Background: an optimization exercise with open tools, aiming at small area, a short achievable clock period and few clock cycles. Do not read the settings as production practice. Function was checked by simulation only, so behaviour that the tests miss may differ from the original.

alpha:
==> flow/design.v (excerpt) <==
module lascon_top #(
    parameter int LASCON_VARIANT = 0
)(
    input  logic        clk,
    input  logic        rst,
    input  logic [2:0]  mode_i,
    input  logic [31:0] xof_len_i,
    input  logic        start_i,
    input  logic        abort_i,
    output logic        busy_o,
    output logic        done_o,
    output logic        tag_fail_o,
    input  logic [63:0] s_axis_tdata,
    input  logic [7:0]  s_axis_tkeep,
    input  logic [3:0]  s_axis_tuser,
    input  logic        s_axis_tlast,
    input  logic        s_axis_tvalid,
    output logic        s_axis_tready,
    output logic [63:0] m_axis_tdata,
    output logic [7:0]  m_axis_tkeep,
    output logic [3:0]  m_axis_tuser,
    output logic        m_axis_tlast,
    output logic        m_axis_tvalid,
    input  logic        m_axis_tready
);
make LEC_CHECK=0 CAP_MARGIN=30 CORE_MARGIN=2 CORE_UTILIZATION=40 PLACE_DENSITY=0.5 SETUP_SLACK_MARGIN=3.0 SLEW_MARGIN=50 SYNTH_HIERARCHICAL=1 finish   # period 7.0 ns
run.sh (not shown) runs the stock make flow with config.mk's settings and CLKGATE_MAP_FILE= SYNTH_SCRIPT=/design/flow/synth_recipe.tcl, a recipe that flattens the netlist after the stock synthesis.
Testbench counts of alpha, summed over its fixed seeds: cycles 20,321.
### alpha -> beta
- swapping 50 for 20 in SLEW_MARGIN
Findings:
No stage failed in beta, and the final checks on the layout all came back clean.
The share of the final layout cell area in sequential cells on beta is in line with that on alpha.
Clock-buffer cell count in beta vs alpha: up 10
alpha -> beta: global-route track usage on met3 flat
As far as synthesized area goes, alpha and beta are indistinguishable; the numbers are identical.
Between alpha and beta, setup slack decreased.
Clock skew (beta over alpha): increase, 0.0087 ns
A library cell contributing the largest single delay on the critical path of a211oi_1 is what beta shows, while xnor3_1 belongs to alpha.
alpha -> beta: tapcell count delta 0, exact match
--- input diff beta..gamma ---
- swapping 40 for 45 in CORE_UTILIZATION
Findings:
- gamma ran to completion and came out clean on the timing, DRC and antenna checks.
- beta reports its standard cell with the maximum stage delay on the critical path as a211oi_1 while gamma reports o41a_1.
- Summary of gamma over beta: global-route usage increased 4.5 points, proportion of cell area spent on the clock network essentially unchanged, CTS H-tree depth essentially unchanged, non-clock buffer count decreased 27.
- On gamma: final cell count is 3.2% lower than what beta gave.
- Summary of gamma over beta: post-CTS setup-driven buffer insertion count now sits lower.
### gamma -> delta
- swapping 3.0 for 2.9 in SETUP_SLACK_MARGIN
- swapping 45 for 40 in CORE_UTILIZATION
Findings:
Starting density of the core | delta below gamma
delta vs. gamma: sequential fraction of total cell area grew by 0.20 points, global-route wire length before repair grew by 10000 um, final worst hold slack shrank by 0.024 ns.
[compare] base=gamma new=delta: number of iterations in the first detailed-routing pass down 3, data arrival time at the worst-slack endpoint has increased.
The lower cell total after placement of gamma and delta is in gamma.
Comparing gamma and delta, width of the chip is higher on delta.
Edits applied to the flow inputs when going from delta to epsilon:
- setting GPL_TIMING_DRIVEN to 0 for the first time
## What came out
The flow did not stop early for epsilon: all stages ran, and the layout cleared the timing, DRC and antenna checks. Looking at slowest stage cell on the critical path, the o41a_1 result is from epsilon; the xnor3_1 one comes from delta. Diff delta -> epsilon: proportion of cell area occupied by registers now smaller, footprint of the multi-input gates now larger, global-route usage over all layers now larger. From delta to epsilon the numbers moved as follows: maximum frequency went down.

* * *

== trial 59 ==
Starting RTL as in the previous note.
Design lascon_top, start of the top module:
module lascon_top #(
    parameter int LASCON_VARIANT = 0
)(
    input  logic        clk,
    input  logic        rst,
    input  logic [2:0]  mode_i,
    input  logic [31:0] xof_len_i,
    input  logic        start_i,
    input  logic        abort_i,
    output logic        busy_o,
    output logic        done_o,
    output logic        tag_fail_o,
    input  logic [63:0] s_axis_tdata,
    input  logic [7:0]  s_axis_tkeep,
    input  logic [3:0]  s_axis_tuser,
    input  logic        s_axis_tlast,
    input  logic        s_axis_tvalid,
    output logic        s_axis_tready,
    output logic [63:0] m_axis_tdata,
    output logic [7:0]  m_axis_tkeep,
    output logic [3:0]  m_axis_tuser,
    output logic        m_axis_tlast,
    output logic        m_axis_tvalid,
    input  logic        m_axis_tready
);
export LEC_CHECK = 0
export CAP_MARGIN = 30
export CORE_MARGIN = 2
export CORE_UTILIZATION = 35
export PLACE_DENSITY = 0.5
export SETUP_SLACK_MARGIN = 3.0
export SLEW_MARGIN = 20
export SYNTH_HIERARCHICAL = 1
create_clock -name core_clock -period 7.0 [get_ports {clk}]
In summary, trial 59 completed successfully, with a layout that passed the timing, DRC and antenna checks.
Testbench counts of trial 59, summed over its fixed seeds: cycles 20,321.
Edits applied to the flow inputs when going from trial 59 to trial 95:
Settings: a change of SLEW_MARGIN from 20 to 65; a change of CORE_UTILIZATION from 35 to 40.
--- outcome ---
- Trial 95 was carried through to the last stage, and its layout satisfied the timing, DRC and antenna checks.
- Trial 59 -> trial 95: fmax decreased slightly
- Compare trial 95 and trial 59 | via density per instance lower: trial 59
- On total overflow reported by the global router, trial 95 and trial 59 are neck and neck.
- Comparing trial 59 with trial 95, the sequential share of layout area came out essentially unchanged.
- Higher detailed route wirelength on metal2 was reported by trial 59, not trial 95.
- Going from trial 59 to trial 95, the met1 track demand over resource in global routing was found to have gone up by 5.3 points.
- In the metrics for trial 95 and trial 59, the one carrying the lower final worst-path setup slack is trial 95.

[afterwards: timing with drivers on the ports]
Ports are ideal in the flow. The routed layouts listed here were re-timed in OpenROAD. Step 1 (the two cells are an assumption about what drives the block):
set clk [get_ports {clk}]
set_driving_cell -lib_cell sky130_fd_sc_hd__clkbuf_16 $clk
set_driving_cell -lib_cell sky130_fd_sc_hd__buf_2 [delete_from_list [all_inputs] $clk]
Step 2 also shifts input and output timing later by t, the mid clock arrival at the registers, as if the neighbouring blocks saw the same clock. Three values: ideal ports, drivers, drivers and shift; two values: the first two.
run | t (ns) | slack for setup (ns) | clock arrival spread, ns | worst register clock-pin slew, ns
alpha | 0.802 | 2.846 / 2.846 / 2.248 | 0.033 / 0.033 | 0.07 / 0.07
beta | 0.809 | 2.822 / 2.846 / 2.071 | 0.042 / 0.042 | 0.07 / 0.07
gamma | 0.782 | 2.796 / 2.825 / 2.043 | 0.055 / 0.055 | 0.08 / 0.08
delta | 0.803 | 2.669 / 2.669 / 2.189 | 0.053 / 0.052 | 0.07 / 0.07
epsilon | 0.824 | 2.383 / 2.385 / 1.614 | 0.077 / 0.077 | 0.09 / 0.09
trial 59 | 0.801 | 2.893 / 2.893 / 2.227 | 0.021 / 0.022 | 0.07 / 0.07
trial 95 | 0.808 | 2.840 / 2.840 / 2.170 | 0.031 / 0.031 | 0.07 / 0.07
After both steps every run listed still meets setup and hold. The setup slack of epsilon, which loses most, moves by +0.002 ns with the drivers and by -0.769 ns with both steps.
